What follows belongs to an exercise in optimizing a design on an open flow for small area, a short achievable clock period and few clock cycles per item; a production flow would make more cautious choices. No activity file was given, so power comes from the tool's default toggle rates.

==> inputs of run a <==
==> flow/design.v (excerpt) <==
module sqrt_mult_system (
    input clk_i,
    input rst_i,
    input start_i,
    input [7:0] a_bi,
    input [7:0] b_bi,
    output [15:0] result,
    output done
);
Settings: LEC_CHECK=0, CAP_MARGIN=20, CORE_MARGIN=2, CORE_UTILIZATION=40, SETUP_SLACK_MARGIN=2.6, SLEW_MARGIN=20; clock period 5.0 ns.
standard.sh (not shown) runs the stock make flow with config.mk's settings and CLKGATE_MAP_FILE= SYNTH_SCRIPT=/design/flow/synth_recipe.tcl, a recipe that flattens the netlist after the stock synthesis.
==> flow/flow/run.sh <==
#!/bin/bash
# Layout flow: the standard ORFS flow, with two changes.
#  1. Synthesis is ORFS's own script (with the standard flow's -nofsm -noshare wrapper,
#     flatten and renaming, as in synth_recipe.tcl), but ABC maps with the
#     script in flow/abc.script and full/half adder extraction can be skipped.
#  2. The port buffers inserted during placement are buf cells instead of
#     the slow clkdlybuf cells that buffer_ports picks by default.
# Settings come from flow/params.sh. Each tool's output goes to its own log.
set -euo pipefail
HERE=$(pwd)
source "$HERE/flow/params.sh"
export MY_ABC_SCRIPT="$HERE/flow/abc.script"
export MY_NOFA
export BUFFER_PORTS_ARGS="-buffer_cell $PORT_BUFFER"
sed "s#SYNTH_SCRIPT=[^ ]*#SYNTH_SCRIPT=$HERE/flow/synth.tcl#" standard.sh > my_standard.sh
bash my_standard.sh finish > flow_make.log 2>&1
==> flow/flow/abc.script <==
strash
dch
map -D 2000
topo
stime -c
==> flow/flow/params.sh <==
MY_NOFA=1
PORT_BUFFER=sky130_fd_sc_hd__buf_1
==> flow/flow/synth.tcl <==
# synth_recipe.tcl with two hooks: abc runs flow/abc.script (MY_ABC_SCRIPT),
# and extract_fa is skipped when MY_NOFA is 1.
proc synth {args} { yosys synth -nofsm -noshare {*}$args }
proc abc {args} {
  set out {}
  set skip 0
  foreach a $args {
    if {$skip} { set skip 0; continue }
    if {$a eq "-script" || $a eq "-D"} { set skip 1; continue }
    lappend out $a
  }
  lappend out -script $::env(MY_ABC_SCRIPT)
  yosys abc {*}$out
}
if {$::env(MY_NOFA)} { proc extract_fa {args} {} }
source $::env(SCRIPTS_DIR)/synth.tcl
# left out here: clear keep_hierarchy, flatten, clean up, hide names made inside functions, write 1_2_yosys.v
==> run b: changes against run a <==
--- a/flow/design.v
+++ b/flow/design.v
@@ -92,66 +92,70 @@
     wire hv6 = (he1 & a_bi[6]) | (he2 & a_bi[5]) | (c12 & t_x6);
     wire hv7 = (he1 & a_bi[7]) | (he2 & a_bi[6]) | (c12 & t_x7);
     wire hv8 = (he2 & a_bi[7]) | (c12 & t_x8);
     wire hv9 = (c12 & t_s3_8g);
     wire fl_g0 = lv2 & hv0;
     wire fl_p0 = lv2 ^ hv0;
     wire fl_g1 = lv3 & hv1;
     wire fl_p1 = lv3 ^ hv1;
-    wire fl_g2 = lv4 & hv2;
-    wire fl_p2 = lv4 ^ hv2;
-    wire fl_g3 = lv5 & hv3;
-    wire fl_p3 = lv5 ^ hv3;
-    wire fl_g4 = lv6 & hv4;
-    wire fl_p4 = lv6 ^ hv4;
-    wire fl_g5 = lv7 & hv5;
-    wire fl_p5 = lv7 ^ hv5;
     wire fl_s0_1g = fl_g1 | (fl_p1 & fl_g0);
     wire fl_s0_1p = fl_p1 & fl_p0;
-    wire fl_s0_3g = fl_g3 | (fl_p3 & fl_g2);
-    wire fl_s0_3p = fl_p3 & fl_p2;
-    wire fl_s0_5g = fl_g5 | (fl_p5 & fl_g4);
-    wire fl_s0_5p = fl_p5 & fl_p4;
-    wire fl_s1_2g = fl_g2 | (fl_p2 & fl_s0_1g);
-    wire fl_s1_2p = fl_p2 & fl_s0_1p;
-    wire fl_s1_3g = fl_s0_3g | (fl_s0_3p & fl_s0_1g);
-    wire fl_s1_3p = fl_s0_3p & fl_s0_1p;
-    wire fl_s2_4g = fl_g4 | (fl_p4 & fl_s1_3g);
-    wire fl_s2_4p = fl_p4 & fl_s1_3p;
-    wire fl_s2_5g = fl_s0_5g | (fl_s0_5p & fl_s1_3g);
-    wire fl_s2_5p = fl_s0_5p & fl_s1_3p;
     wire fl_x1 = fl_p1 ^ fl_g0;
-    wire fl_x2 = fl_p2 ^ fl_s0_1g;
-    wire fl_x3 = fl_p3 ^ fl_s1_2g;
-    wire fl_x4 = fl_p4 ^ fl_s1_3g;
-    wire fl_x5 = fl_p5 ^ fl_s2_4g;
     reg        done_r;
-    reg [7:0] res_lo;
+    reg [3:0] res_lo;
     reg        cy_r;
-    reg [1:0] up_lo;
-    reg [3:0] up_hi;
+    reg [5:0] up_lo;
+    reg [7:0] up_hi;
     always @(posedge clk_i) begin
         done_r <= start_i & ~rst_i;
-        res_lo <= {fl_x5, fl_x4, fl_x3, fl_x2, fl_x1, fl_p0, lv1, lv0};
-        cy_r <= {fl_s2_5g};
-        up_lo <= {lv9, lv8};
-        up_hi <= {hv9, hv8, hv7, hv6};
+        res_lo <= {fl_x1, fl_p0, lv1, lv0};
+        cy_r <= {fl_s0_1g};
+        up_lo <= {lv9, lv8, lv7, lv6, lv5, lv4};
+        up_hi <= {hv9, hv8, hv7, hv6, hv5, hv4, hv3, hv2};
     end
     wire fu_g0 = up_lo[0] & up_hi[0];
     wire fu_p0 = up_lo[0] ^ up_hi[0];
     wire fu_g1 = up_lo[1] & up_hi[1];
     wire fu_p1 = up_lo[1] ^ up_hi[1];
+    wire fu_g2 = up_lo[2] & up_hi[2];
+    wire fu_p2 = up_lo[2] ^ up_hi[2];
+    wire fu_g3 = up_lo[3] & up_hi[3];
+    wire fu_p3 = up_lo[3] ^ up_hi[3];
+    wire fu_g4 = up_lo[4] & up_hi[4];
+    wire fu_p4 = up_lo[4] ^ up_hi[4];
+    wire fu_g5 = up_lo[5] & up_hi[5];
+    wire fu_p5 = up_lo[5] ^ up_hi[5];
     wire fu_gc = fu_g0 | (fu_p0 & cy_r);
     wire fu_s0_1g = fu_g1 | (fu_p1 & fu_gc);
     wire fu_s0_1p = fu_p1 & fu_p0;
-    wire fu_s0_3p = up_hi[3] & up_hi[2];
-    wire fu_s1_2g = up_hi[2] & fu_s0_1g;
-    wire fu_s1_2p = up_hi[2] & fu_s0_1p;
-    wire fu_s1_3g = fu_s0_3p & fu_s0_1g;
+    wire fu_s0_3g = fu_g3 | (fu_p3 & fu_g2);
+    wire fu_s0_3p = fu_p3 & fu_p2;
+    wire fu_s0_5g = fu_g5 | (fu_p5 & fu_g4);
+    wire fu_s0_5p = fu_p5 & fu_p4;
+    wire fu_s0_7p = up_hi[7] & up_hi[6];
+    wire fu_s1_2g = fu_g2 | (fu_p2 & fu_s0_1g);
+    wire fu_s1_2p = fu_p2 & fu_s0_1p;
+    wire fu_s1_3g = fu_s0_3g | (fu_s0_3p & fu_s0_1g);
     wire fu_s1_3p = fu_s0_3p & fu_s0_1p;
+    wire fu_s1_6g = up_hi[6] & fu_s0_5g;
+    wire fu_s1_6p = up_hi[6] & fu_s0_5p;
+    wire fu_s1_7g = fu_s0_7p & fu_s0_5g;
+    wire fu_s1_7p = fu_s0_7p & fu_s0_5p;
+    wire fu_s2_4g = fu_g4 | (fu_p4 & fu_s1_3g);
+    wire fu_s2_4p = fu_p4 & fu_s1_3p;
+    wire fu_s2_5g = fu_s0_5g | (fu_s0_5p & fu_s1_3g);
+    wire fu_s2_5p = fu_s0_5p & fu_s1_3p;
+    wire fu_s2_6g = fu_s1_6g | (fu_s1_6p & fu_s1_3g);
+    wire fu_s2_6p = fu_s1_6p & fu_s1_3p;
+    wire fu_s2_7g = fu_s1_7g | (fu_s1_7p & fu_s1_3g);
+    wire fu_s2_7p = fu_s1_7p & fu_s1_3p;
     wire fu_x0 = fu_p0 ^ cy_r;
     wire fu_x1 = fu_p1 ^ fu_gc;
-    wire fu_x2 = up_hi[2] ^ fu_s0_1g;
-    wire fu_x3 = up_hi[3] ^ fu_s1_2g;
-    assign result = {4'b0, fu_x3, fu_x2, fu_x1, fu_x0, res_lo};
+    wire fu_x2 = fu_p2 ^ fu_s0_1g;
+    wire fu_x3 = fu_p3 ^ fu_s1_2g;
+    wire fu_x4 = fu_p4 ^ fu_s1_3g;
+    wire fu_x5 = fu_p5 ^ fu_s2_4g;
+    wire fu_x6 = up_hi[6] ^ fu_s2_5g;
+    wire fu_x7 = up_hi[7] ^ fu_s2_6g;
+    assign result = {4'b0, fu_x7, fu_x6, fu_x5, fu_x4, fu_x3, fu_x2, fu_x1, fu_x0, res_lo};
     assign done   = done_r;
 endmodule
==> run c: changes against run a <==
==> flow/flow/abc.script (replaced) <==
strash
dch
map -a
topo
stime -c
==> results.txt <==
| item | run b | run c | run a |
|---|---|---|---|
| Status | no timing/DRC/antenna violations | no timing/DRC/antenna violations | no timing/DRC/antenna violations |
| Power density over cell area | 273.4 nW/um^2 | 275.1 nW/um^2 | 266.6 nW/um^2 |
| Routed wl met2 | 2043 um | 1678 um | 2228 um |
| Area taken by flip-flops and latches | 402.9 sq um | 320.3 sq um | 320.3 sq um |
| Category of the most critical setup path | flip-flop to output port | input pin to flip-flop | input pin to flip-flop |
| Flip-flop and latch share of the layout cell area | 17.66% | 16.04% | 14.83% |
| Crit path buf inv count | 3 | 2 | 1 |
| Number of gates given a new drive strength after cts | 61 | 48 | 57 |
| Detailed placer's ending HPWL | 2385 um | 2300 um | 2512 um |
| Instance count after placement with tap cells included | 286 | 272 | 264 |
| Routed length on met3 | 114 um | 123 um | 190 um |
| Die W | 63.77 um | 61.07 um | 61.07 um |
| Final standard cell utilization of the core | 67.29% | 64.88% | 70.16% |
| Final Instance Count excl. Fillers | 324 | 309 | 300 |
| Sequential group share of total power | 31.5% | 30.8% | 29.7% |
| Worst-path maximum fanout | 3 | 5 | 5 |
| Tap Count | 46 | 44 | 44 |
| Power attributed to combinational cells | 0.000334 W | 0.000297 W | 0.000343 W |
| GRT Util Overall | 19.07% | 19.23% | 20.64% |
| Syn avg cell area | 6.554 sq um | 6.448 sq um | 6.714 sq um |
| Crit path capture | result[11] | cy_r | cy_r |
No run of this note included a check of the RTL's function; only the layout flow was run.

========
==> run M <==
==> flow/design.v <==
module sqrt_mult_system (
    input clk_i,
    input rst_i,
    input start_i,
    input [7:0] a_bi,
    input [7:0] b_bi,
    output [15:0] result,
    output done
);
    wire t_g1 = a_bi[1] & a_bi[0];
    wire t_p1 = a_bi[1] ^ a_bi[0];
    wire t_g2 = a_bi[2] & a_bi[1];
    wire t_p2 = a_bi[2] ^ a_bi[1];
    wire t_g3 = a_bi[3] & a_bi[2];
    wire t_p3 = a_bi[3] ^ a_bi[2];
    wire t_g4 = a_bi[4] & a_bi[3];
    wire t_p4 = a_bi[4] ^ a_bi[3];
    wire t_g5 = a_bi[5] & a_bi[4];
    wire t_p5 = a_bi[5] ^ a_bi[4];
    wire t_g6 = a_bi[6] & a_bi[5];
    wire t_p6 = a_bi[6] ^ a_bi[5];
    wire t_g7 = a_bi[7] & a_bi[6];
    wire t_p7 = a_bi[7] ^ a_bi[6];
    wire t_s0_1p = t_p1 & a_bi[0];
    wire t_s0_3g = t_g3 | (t_p3 & t_g2);
    wire t_s0_3p = t_p3 & t_p2;
    wire t_s0_5g = t_g5 | (t_p5 & t_g4);
    wire t_s0_5p = t_p5 & t_p4;
    wire t_s0_7g = t_g7 | (t_p7 & t_g6);
    wire t_s0_7p = t_p7 & t_p6;
    wire t_s1_2g = t_g2 | (t_p2 & t_g1);
    wire t_s1_2p = t_p2 & t_s0_1p;
    wire t_s1_3g = t_s0_3g | (t_s0_3p & t_g1);
    wire t_s1_3p = t_s0_3p & t_s0_1p;
    wire t_s1_6g = t_g6 | (t_p6 & t_s0_5g);
    wire t_s1_6p = t_p6 & t_s0_5p;
    wire t_s1_7g = t_s0_7g | (t_s0_7p & t_s0_5g);
    wire t_s1_7p = t_s0_7p & t_s0_5p;
    wire t_s2_4g = t_g4 | (t_p4 & t_s1_3g);
    wire t_s2_4p = t_p4 & t_s1_3p;
    wire t_s2_5g = t_s0_5g | (t_s0_5p & t_s1_3g);
    wire t_s2_5p = t_s0_5p & t_s1_3p;
    wire t_s2_6g = t_s1_6g | (t_s1_6p & t_s1_3g);
    wire t_s2_6p = t_s1_6p & t_s1_3p;
    wire t_s2_7g = t_s1_7g | (t_s1_7p & t_s1_3g);
    wire t_s2_7p = t_s1_7p & t_s1_3p;
    wire t_s3_8g = a_bi[7] & t_s2_7g;
    wire t_s3_8p = a_bi[7] & t_s2_7p;
    wire t_x2 = t_p2 ^ t_g1;
    wire t_x3 = t_p3 ^ t_s1_2g;
    wire t_x4 = t_p4 ^ t_s1_3g;
    wire t_x5 = t_p5 ^ t_s2_4g;
    wire t_x6 = t_p6 ^ t_s2_5g;
    wire t_x7 = t_p7 ^ t_s2_6g;
    wire t_x8 = a_bi[7] ^ t_s2_7g;
    wire c1 = b_bi >= 8'd1;
    wire c2 = b_bi >= 8'd4;
    wire c3 = b_bi >= 8'd9;
    wire c4 = b_bi >= 8'd16;
    wire c5 = b_bi >= 8'd25;
    wire c6 = b_bi >= 8'd36;
    wire c7 = b_bi >= 8'd49;
    wire c8 = b_bi >= 8'd64;
    wire c9 = b_bi >= 8'd81;
    wire c10 = b_bi >= 8'd100;
    wire c11 = b_bi >= 8'd121;
    wire c12 = b_bi >= 8'd144;
    wire c13 = b_bi >= 8'd169;
    wire c14 = b_bi >= 8'd196;
    wire c15 = b_bi >= 8'd225;
    wire le1 = (c1 & ~c2) | (c5 & ~c6) | (c9 & ~c10) | (c13 & ~c14);
    wire le2 = (c2 & ~c3) | (c6 & ~c7) | (c10 & ~c11) | (c14 & ~c15);
    wire le3 = (c3 & ~c4) | (c7 & ~c8) | (c11 & ~c12) | c15;
    wire he1 = c4 & ~c8;
    wire he2 = c8 & ~c12;
    wire lv0 = (le1 & a_bi[0]) | (le3 & a_bi[0]);
    wire lv1 = (le1 & a_bi[1]) | (le2 & a_bi[0]) | (le3 & t_p1);
    wire lv2 = (le1 & a_bi[2]) | (le2 & a_bi[1]) | (le3 & t_x2);
    wire lv3 = (le1 & a_bi[3]) | (le2 & a_bi[2]) | (le3 & t_x3);
    wire lv4 = (le1 & a_bi[4]) | (le2 & a_bi[3]) | (le3 & t_x4);
    wire lv5 = (le1 & a_bi[5]) | (le2 & a_bi[4]) | (le3 & t_x5);
    wire lv6 = (le1 & a_bi[6]) | (le2 & a_bi[5]) | (le3 & t_x6);
    wire lv7 = (le1 & a_bi[7]) | (le2 & a_bi[6]) | (le3 & t_x7);
    wire lv8 = (le2 & a_bi[7]) | (le3 & t_x8);
    wire lv9 = (le3 & t_s3_8g);
    wire hv0 = (he1 & a_bi[0]) | (c12 & a_bi[0]);
    wire hv1 = (he1 & a_bi[1]) | (he2 & a_bi[0]) | (c12 & t_p1);
    wire hv2 = (he1 & a_bi[2]) | (he2 & a_bi[1]) | (c12 & t_x2);
    wire hv3 = (he1 & a_bi[3]) | (he2 & a_bi[2]) | (c12 & t_x3);
    wire hv4 = (he1 & a_bi[4]) | (he2 & a_bi[3]) | (c12 & t_x4);
    wire hv5 = (he1 & a_bi[5]) | (he2 & a_bi[4]) | (c12 & t_x5);
    wire hv6 = (he1 & a_bi[6]) | (he2 & a_bi[5]) | (c12 & t_x6);
    wire hv7 = (he1 & a_bi[7]) | (he2 & a_bi[6]) | (c12 & t_x7);
    wire hv8 = (he2 & a_bi[7]) | (c12 & t_x8);
    wire hv9 = (c12 & t_s3_8g);
    wire fl_g0 = lv2 & hv0;
    wire fl_p0 = lv2 ^ hv0;
    wire fl_g1 = lv3 & hv1;
    wire fl_p1 = lv3 ^ hv1;
    wire fl_g2 = lv4 & hv2;
    wire fl_p2 = lv4 ^ hv2;
    wire fl_g3 = lv5 & hv3;
    wire fl_p3 = lv5 ^ hv3;
    wire fl_g4 = lv6 & hv4;
    wire fl_p4 = lv6 ^ hv4;
    wire fl_g5 = lv7 & hv5;
    wire fl_p5 = lv7 ^ hv5;
    wire fl_g6 = lv8 & hv6;
    wire fl_p6 = lv8 ^ hv6;
    wire fl_g7 = lv9 & hv7;
    wire fl_p7 = lv9 ^ hv7;
    wire fl_s0_1g = fl_g1 | (fl_p1 & fl_g0);
    wire fl_s0_1p = fl_p1 & fl_p0;
    wire fl_s0_3g = fl_g3 | (fl_p3 & fl_g2);
    wire fl_s0_3p = fl_p3 & fl_p2;
    wire fl_s0_5g = fl_g5 | (fl_p5 & fl_g4);
    wire fl_s0_5p = fl_p5 & fl_p4;
    wire fl_s0_7g = fl_g7 | (fl_p7 & fl_g6);
    wire fl_s0_7p = fl_p7 & fl_p6;
    wire fl_s1_2g = fl_g2 | (fl_p2 & fl_s0_1g);
    wire fl_s1_2p = fl_p2 & fl_s0_1p;
    wire fl_s1_3g = fl_s0_3g | (fl_s0_3p & fl_s0_1g);
    wire fl_s1_3p = fl_s0_3p & fl_s0_1p;
    wire fl_s1_6g = fl_g6 | (fl_p6 & fl_s0_5g);
    wire fl_s1_6p = fl_p6 & fl_s0_5p;
    wire fl_s1_7g = fl_s0_7g | (fl_s0_7p & fl_s0_5g);
    wire fl_s1_7p = fl_s0_7p & fl_s0_5p;
    wire fl_s2_4g = fl_g4 | (fl_p4 & fl_s1_3g);
    wire fl_s2_4p = fl_p4 & fl_s1_3p;
    wire fl_s2_5g = fl_s0_5g | (fl_s0_5p & fl_s1_3g);
    wire fl_s2_5p = fl_s0_5p & fl_s1_3p;
    wire fl_s2_6g = fl_s1_6g | (fl_s1_6p & fl_s1_3g);
    wire fl_s2_6p = fl_s1_6p & fl_s1_3p;
    wire fl_s2_7g = fl_s1_7g | (fl_s1_7p & fl_s1_3g);
    wire fl_s2_7p = fl_s1_7p & fl_s1_3p;
    wire fl_x1 = fl_p1 ^ fl_g0;
    wire fl_x2 = fl_p2 ^ fl_s0_1g;
    wire fl_x3 = fl_p3 ^ fl_s1_2g;
    wire fl_x4 = fl_p4 ^ fl_s1_3g;
    wire fl_x5 = fl_p5 ^ fl_s2_4g;
    wire fl_x6 = fl_p6 ^ fl_s2_5g;
    wire fl_x7 = fl_p7 ^ fl_s2_6g;
    reg        done_r;
    reg [9:0] res_lo;
    reg        cy_r;
    reg [1:0] up_hi;
    always @(posedge clk_i) begin
        done_r <= start_i & ~rst_i;
        res_lo <= {fl_x7, fl_x6, fl_x5, fl_x4, fl_x3, fl_x2, fl_x1, fl_p0, lv1, lv0};
        cy_r <= {fl_s2_7g};
        up_hi <= {hv9, hv8};
    end
    wire fu_gc = up_hi[0] & cy_r;
    wire fu_s0_1g = up_hi[1] & fu_gc;
    wire fu_s0_1p = up_hi[1] & up_hi[0];
    wire fu_x0 = up_hi[0] ^ cy_r;
    wire fu_x1 = up_hi[1] ^ fu_gc;
    assign result = {4'b0, fu_x1, fu_x0, res_lo};
    assign done   = done_r;
endmodule
==> flow/flow/run.sh <==
#!/bin/bash
# Layout flow: the standard ORFS flow, with two changes.
#  1. Synthesis is ORFS's own script (with the standard flow's -nofsm -noshare wrapper,
#     flatten and renaming, as in synth_recipe.tcl), but ABC maps with the
#     script in flow/abc.script and full/half adder extraction can be skipped.
#  2. The port buffers inserted during placement are buf cells instead of
#     the slow clkdlybuf cells that buffer_ports picks by default.
# Settings come from flow/params.sh. Each tool's output goes to its own log.
set -euo pipefail
HERE=$(pwd)
source "$HERE/flow/params.sh"
export MY_ABC_SCRIPT="$HERE/flow/abc.script"
export MY_NOFA
export BUFFER_PORTS_ARGS="-buffer_cell $PORT_BUFFER"
sed "s#SYNTH_SCRIPT=[^ ]*#SYNTH_SCRIPT=$HERE/flow/synth.tcl#" standard.sh > my_standard.sh
bash my_standard.sh finish > flow_make.log 2>&1
==> flow/flow/abc.script <==
strash
dch
map -a
topo
stime -c
==> flow/flow/params.sh <==
MY_NOFA=1
PORT_BUFFER=sky130_fd_sc_hd__buf_1
==> flow/flow/synth.tcl <==
# synth_recipe.tcl with two hooks: abc runs flow/abc.script (MY_ABC_SCRIPT),
# and extract_fa is skipped when MY_NOFA is 1.
proc synth {args} { yosys synth -nofsm -noshare {*}$args }
proc abc {args} {
  set out {}
  set skip 0
  foreach a $args {
    if {$skip} { set skip 0; continue }
    if {$a eq "-script" || $a eq "-D"} { set skip 1; continue }
    lappend out $a
  }
  lappend out -script $::env(MY_ABC_SCRIPT)
  yosys abc {*}$out
}
if {$::env(MY_NOFA)} { proc extract_fa {args} {} }
source $::env(SCRIPTS_DIR)/synth.tcl
# left out here: clear keep_hierarchy, flatten, clean up, hide names made inside functions, write 1_2_yosys.v
==> flow/standard.sh <==
#!/bin/bash
# synth_recipe.tcl (not shown) runs the flow's synth.tcl, then flattens the netlist and writes it again
# the make line also repeats each setting of config.mk as NAME=value (left out here)
make -C /OpenROAD-flow-scripts/flow DESIGN_CONFIG=/design/flow/config.mk WORK_HOME=/design/flow/orfs CLKGATE_MAP_FILE= SYNTH_SCRIPT=/design/flow/synth_recipe.tcl "${@:-finish}"
==> flow/config.mk <==
export PLATFORM = sky130hd
export DESIGN_NAME = sqrt_mult_system
export DESIGN_NICKNAME = sqrt_mult_system
export VERILOG_FILES = /design/flow/design.v
export SDC_FILE = /design/flow/constraint.sdc
export NUM_CORES = 4
export LEC_CHECK = 0
export CAP_MARGIN = 20
export CORE_MARGIN = 2
export CORE_UTILIZATION = 40
export SETUP_SLACK_MARGIN = 2.2
export SLEW_MARGIN = 20
==> flow/constraint.sdc <==
create_clock -name core_clock -period 5.0 [get_ports {clk_i}]
set_input_delay 1.0000 -clock core_clock [delete_from_list [all_inputs] [get_ports {clk_i}]]
set_output_delay 1.0000 -clock core_clock [all_outputs]
set_load 0.01 [all_outputs]
==> run G (differences from run M) <==
--- a/flow/design.v
+++ b/flow/design.v
@@ -99,61 +99,62 @@
     wire fl_p1 = lv3 ^ hv1;
-    wire fl_g2 = lv4 & hv2;
-    wire fl_p2 = lv4 ^ hv2;
-    wire fl_g3 = lv5 & hv3;
-    wire fl_p3 = lv5 ^ hv3;
-    wire fl_g4 = lv6 & hv4;
-    wire fl_p4 = lv6 ^ hv4;
-    wire fl_g5 = lv7 & hv5;
-    wire fl_p5 = lv7 ^ hv5;
-    wire fl_g6 = lv8 & hv6;
-    wire fl_p6 = lv8 ^ hv6;
-    wire fl_g7 = lv9 & hv7;
-    wire fl_p7 = lv9 ^ hv7;
     wire fl_s0_1g = fl_g1 | (fl_p1 & fl_g0);
     wire fl_s0_1p = fl_p1 & fl_p0;
-    wire fl_s0_3g = fl_g3 | (fl_p3 & fl_g2);
-    wire fl_s0_3p = fl_p3 & fl_p2;
-    wire fl_s0_5g = fl_g5 | (fl_p5 & fl_g4);
-    wire fl_s0_5p = fl_p5 & fl_p4;
-    wire fl_s0_7g = fl_g7 | (fl_p7 & fl_g6);
-    wire fl_s0_7p = fl_p7 & fl_p6;
-    wire fl_s1_2g = fl_g2 | (fl_p2 & fl_s0_1g);
-    wire fl_s1_2p = fl_p2 & fl_s0_1p;
-    wire fl_s1_3g = fl_s0_3g | (fl_s0_3p & fl_s0_1g);
-    wire fl_s1_3p = fl_s0_3p & fl_s0_1p;
-    wire fl_s1_6g = fl_g6 | (fl_p6 & fl_s0_5g);
-    wire fl_s1_6p = fl_p6 & fl_s0_5p;
-    wire fl_s1_7g = fl_s0_7g | (fl_s0_7p & fl_s0_5g);
-    wire fl_s1_7p = fl_s0_7p & fl_s0_5p;
-    wire fl_s2_4g = fl_g4 | (fl_p4 & fl_s1_3g);
-    wire fl_s2_4p = fl_p4 & fl_s1_3p;
-    wire fl_s2_5g = fl_s0_5g | (fl_s0_5p & fl_s1_3g);
-    wire fl_s2_5p = fl_s0_5p & fl_s1_3p;
-    wire fl_s2_6g = fl_s1_6g | (fl_s1_6p & fl_s1_3g);
-    wire fl_s2_6p = fl_s1_6p & fl_s1_3p;
-    wire fl_s2_7g = fl_s1_7g | (fl_s1_7p & fl_s1_3g);
-    wire fl_s2_7p = fl_s1_7p & fl_s1_3p;
     wire fl_x1 = fl_p1 ^ fl_g0;
-    wire fl_x2 = fl_p2 ^ fl_s0_1g;
-    wire fl_x3 = fl_p3 ^ fl_s1_2g;
-    wire fl_x4 = fl_p4 ^ fl_s1_3g;
-    wire fl_x5 = fl_p5 ^ fl_s2_4g;
-    wire fl_x6 = fl_p6 ^ fl_s2_5g;
-    wire fl_x7 = fl_p7 ^ fl_s2_6g;
     reg        done_r;
-    reg [9:0] res_lo;
+    reg [3:0] res_lo;
     reg        cy_r;
-    reg [1:0] up_hi;
+    reg [5:0] up_lo;
+    reg [7:0] up_hi;
     always @(posedge clk_i) begin
         done_r <= start_i & ~rst_i;
-        res_lo <= {fl_x7, fl_x6, fl_x5, fl_x4, fl_x3, fl_x2, fl_x1, fl_p0, lv1, lv0};
-        cy_r <= {fl_s2_7g};
-        up_hi <= {hv9, hv8};
+        res_lo <= {fl_x1, fl_p0, lv1, lv0};
+        cy_r <= {fl_s0_1g};
+        up_lo <= {lv9, lv8, lv7, lv6, lv5, lv4};
+        up_hi <= {hv9, hv8, hv7, hv6, hv5, hv4, hv3, hv2};
     end
-    wire fu_gc = up_hi[0] & cy_r;
-    wire fu_s0_1g = up_hi[1] & fu_gc;
-    wire fu_s0_1p = up_hi[1] & up_hi[0];
-    wire fu_x0 = up_hi[0] ^ cy_r;
-    wire fu_x1 = up_hi[1] ^ fu_gc;
-    assign result = {4'b0, fu_x1, fu_x0, res_lo};
+    wire fu_g0 = up_lo[0] & up_hi[0];
+    wire fu_p0 = up_lo[0] ^ up_hi[0];
+    wire fu_g1 = up_lo[1] & up_hi[1];
+    wire fu_p1 = up_lo[1] ^ up_hi[1];
+    wire fu_g2 = up_lo[2] & up_hi[2];
+    wire fu_p2 = up_lo[2] ^ up_hi[2];
+    wire fu_g3 = up_lo[3] & up_hi[3];
+    wire fu_p3 = up_lo[3] ^ up_hi[3];
+    wire fu_g4 = up_lo[4] & up_hi[4];
+    wire fu_p4 = up_lo[4] ^ up_hi[4];
+    wire fu_g5 = up_lo[5] & up_hi[5];
+    wire fu_p5 = up_lo[5] ^ up_hi[5];
+    wire fu_gc = fu_g0 | (fu_p0 & cy_r);
+    wire fu_s0_1g = fu_g1 | (fu_p1 & fu_gc);
+    wire fu_s0_1p = fu_p1 & fu_p0;
+    wire fu_s0_3g = fu_g3 | (fu_p3 & fu_g2);
+    wire fu_s0_3p = fu_p3 & fu_p2;
+    wire fu_s0_5g = fu_g5 | (fu_p5 & fu_g4);
+    wire fu_s0_5p = fu_p5 & fu_p4;
+    wire fu_s0_7p = up_hi[7] & up_hi[6];
+    wire fu_s1_2g = fu_g2 | (fu_p2 & fu_s0_1g);
+    wire fu_s1_2p = fu_p2 & fu_s0_1p;
+    wire fu_s1_3g = fu_s0_3g | (fu_s0_3p & fu_s0_1g);
+    wire fu_s1_3p = fu_s0_3p & fu_s0_1p;
+    wire fu_s1_6g = up_hi[6] & fu_s0_5g;
+    wire fu_s1_6p = up_hi[6] & fu_s0_5p;
+    wire fu_s1_7g = fu_s0_7p & fu_s0_5g;
+    wire fu_s1_7p = fu_s0_7p & fu_s0_5p;
+    wire fu_s2_4g = fu_g4 | (fu_p4 & fu_s1_3g);
+    wire fu_s2_4p = fu_p4 & fu_s1_3p;
+    wire fu_s2_5g = fu_s0_5g | (fu_s0_5p & fu_s1_3g);
+    wire fu_s2_5p = fu_s0_5p & fu_s1_3p;
+    wire fu_s2_6g = fu_s1_6g | (fu_s1_6p & fu_s1_3g);
+    wire fu_s2_6p = fu_s1_6p & fu_s1_3p;
+    wire fu_s2_7g = fu_s1_7g | (fu_s1_7p & fu_s1_3g);
+    wire fu_s2_7p = fu_s1_7p & fu_s1_3p;
+    wire fu_x0 = fu_p0 ^ cy_r;
+    wire fu_x1 = fu_p1 ^ fu_gc;
+    wire fu_x2 = fu_p2 ^ fu_s0_1g;
+    wire fu_x3 = fu_p3 ^ fu_s1_2g;
+    wire fu_x4 = fu_p4 ^ fu_s1_3g;
+    wire fu_x5 = fu_p5 ^ fu_s2_4g;
+    wire fu_x6 = up_hi[6] ^ fu_s2_5g;
+    wire fu_x7 = up_hi[7] ^ fu_s2_6g;
+    assign result = {4'b0, fu_x7, fu_x6, fu_x5, fu_x4, fu_x3, fu_x2, fu_x1, fu_x0, res_lo};
     assign done   = done_r;
- SETUP_SLACK_MARGIN: 2.2 -> 1.8
==> qor summary <==
| quantity | run G | run M |
|---|---|---|
| Sum of routed wire length over all layers | 2870 um | 3930 um |
| Count leader, synth | sky130_fd_sc_hd__nor2_1 | sky130_fd_sc_hd__nand2_1 |
| Average via count per standard cell | 4.84 | 5.09 |
| IR Drop Worst-Case VDD | 0.0000895 V | 0.000107 V |
| Worst path setup slack after routing | 1.81 ns | 1.91 ns |
| NumNets Final | 268 | 296 |
| Outcome | complete, no violations | complete, no violations |
| Final standard cell count with taps included and fillers excluded | 294 | 320 |
| Combinational cell power | 232 uW | 314 uW |
| Worst setup endpoint | result[11] | res_lo[9] |
| Area of the multi-input gates | 870 um^2 | 0.00117 mm^2 |
| Met3 wire length | 140 um | 224 um |
| Critical Path Source Type | register | primary input |
| Required @ worst endpoint | 4.00 ns | 5.21 ns |
| Worst Hold Margin | 0.837 ns | 0.835 ns |
| Met3 Use GR | 1.06% | 3.36% |
| Mean routed wirelength per cell | 9.77 um | 12.3 um |
| Dpl ws | 1.49 ns | 1.25 ns |
| Leading cell type in the layout, fill and taps excluded | sky130_fd_sc_hd__nor2_1 | sky130_fd_sc_hd__nand2_1 |
| Power attributed to sequential cells | 197 uW | 156 uW |
| Leakage power summed over all cells | 0.645 nW | 0.866 nW |
| Critical path endpoint category | primary output | register |
| Internal Power | 325 uW | 323 uW |
| Share of layout cells above drive strength 1 | 11.7% | 42.0% |
| Start point of the critical path | up_lo[0] | b_bi[6] |
Function was not checked in any run of this note: the RTL went through the layout flow alone.

-- afterwards: timing with drivers on the ports --
Ports are ideal in the flow. The routed layouts listed here were re-timed in OpenROAD. Step 1 (the two cells are an assumption about what drives the block):
set clk [get_ports {clk_i}]
set_driving_cell -lib_cell sky130_fd_sc_hd__clkbuf_16 $clk
set_driving_cell -lib_cell sky130_fd_sc_hd__buf_2 [delete_from_list [all_inputs] $clk]
Step 2 times the ports against the registers' clock, not the clock port: input delays grow and output delays shrink by t, the midpoint of the rising clock arrivals with the driver on. a / b / c = ideal ports / drivers / drivers and shift; a / b = the first two.
| run | t, ns | setup WS [ns] | hold WS [ns] | latest minus earliest clock arrival (ns) | slew at the worst register clock pin (ns) |
|---|---|---|---|---|---|
| run a | 0.293 | 1.814 / 1.811 / 1.518 | 0.862 / 0.864 / 1.157 | 0.011 / 0.011 | 0.08 / 0.08 |
| run b | 0.327 | 1.755 / 1.732 / 2.059 | 0.828 / 0.829 / 1.155 | 0.002 / 0.001 | 0.10 / 0.10 |
| run c | 0.307 | 1.844 / 1.827 / 1.520 | 0.854 / 0.855 / 1.162 | 0.006 / 0.006 | 0.09 / 0.09 |
| run M | 0.307 | 1.913 / 1.917 / 1.610 | 0.835 / 0.838 / 1.145 | 0.021 / 0.021 | 0.11 / 0.11 |
| run G | 0.310 | 1.810 / 1.789 / 1.742 | 0.837 / 0.839 / 1.149 | 0.006 / 0.006 | 0.10 / 0.10 |
After both steps setup and hold are still met in every run listed. For run c, which loses most, drivers alone change the setup slack by -0.017 ns; drivers and shift together by -0.324 ns.
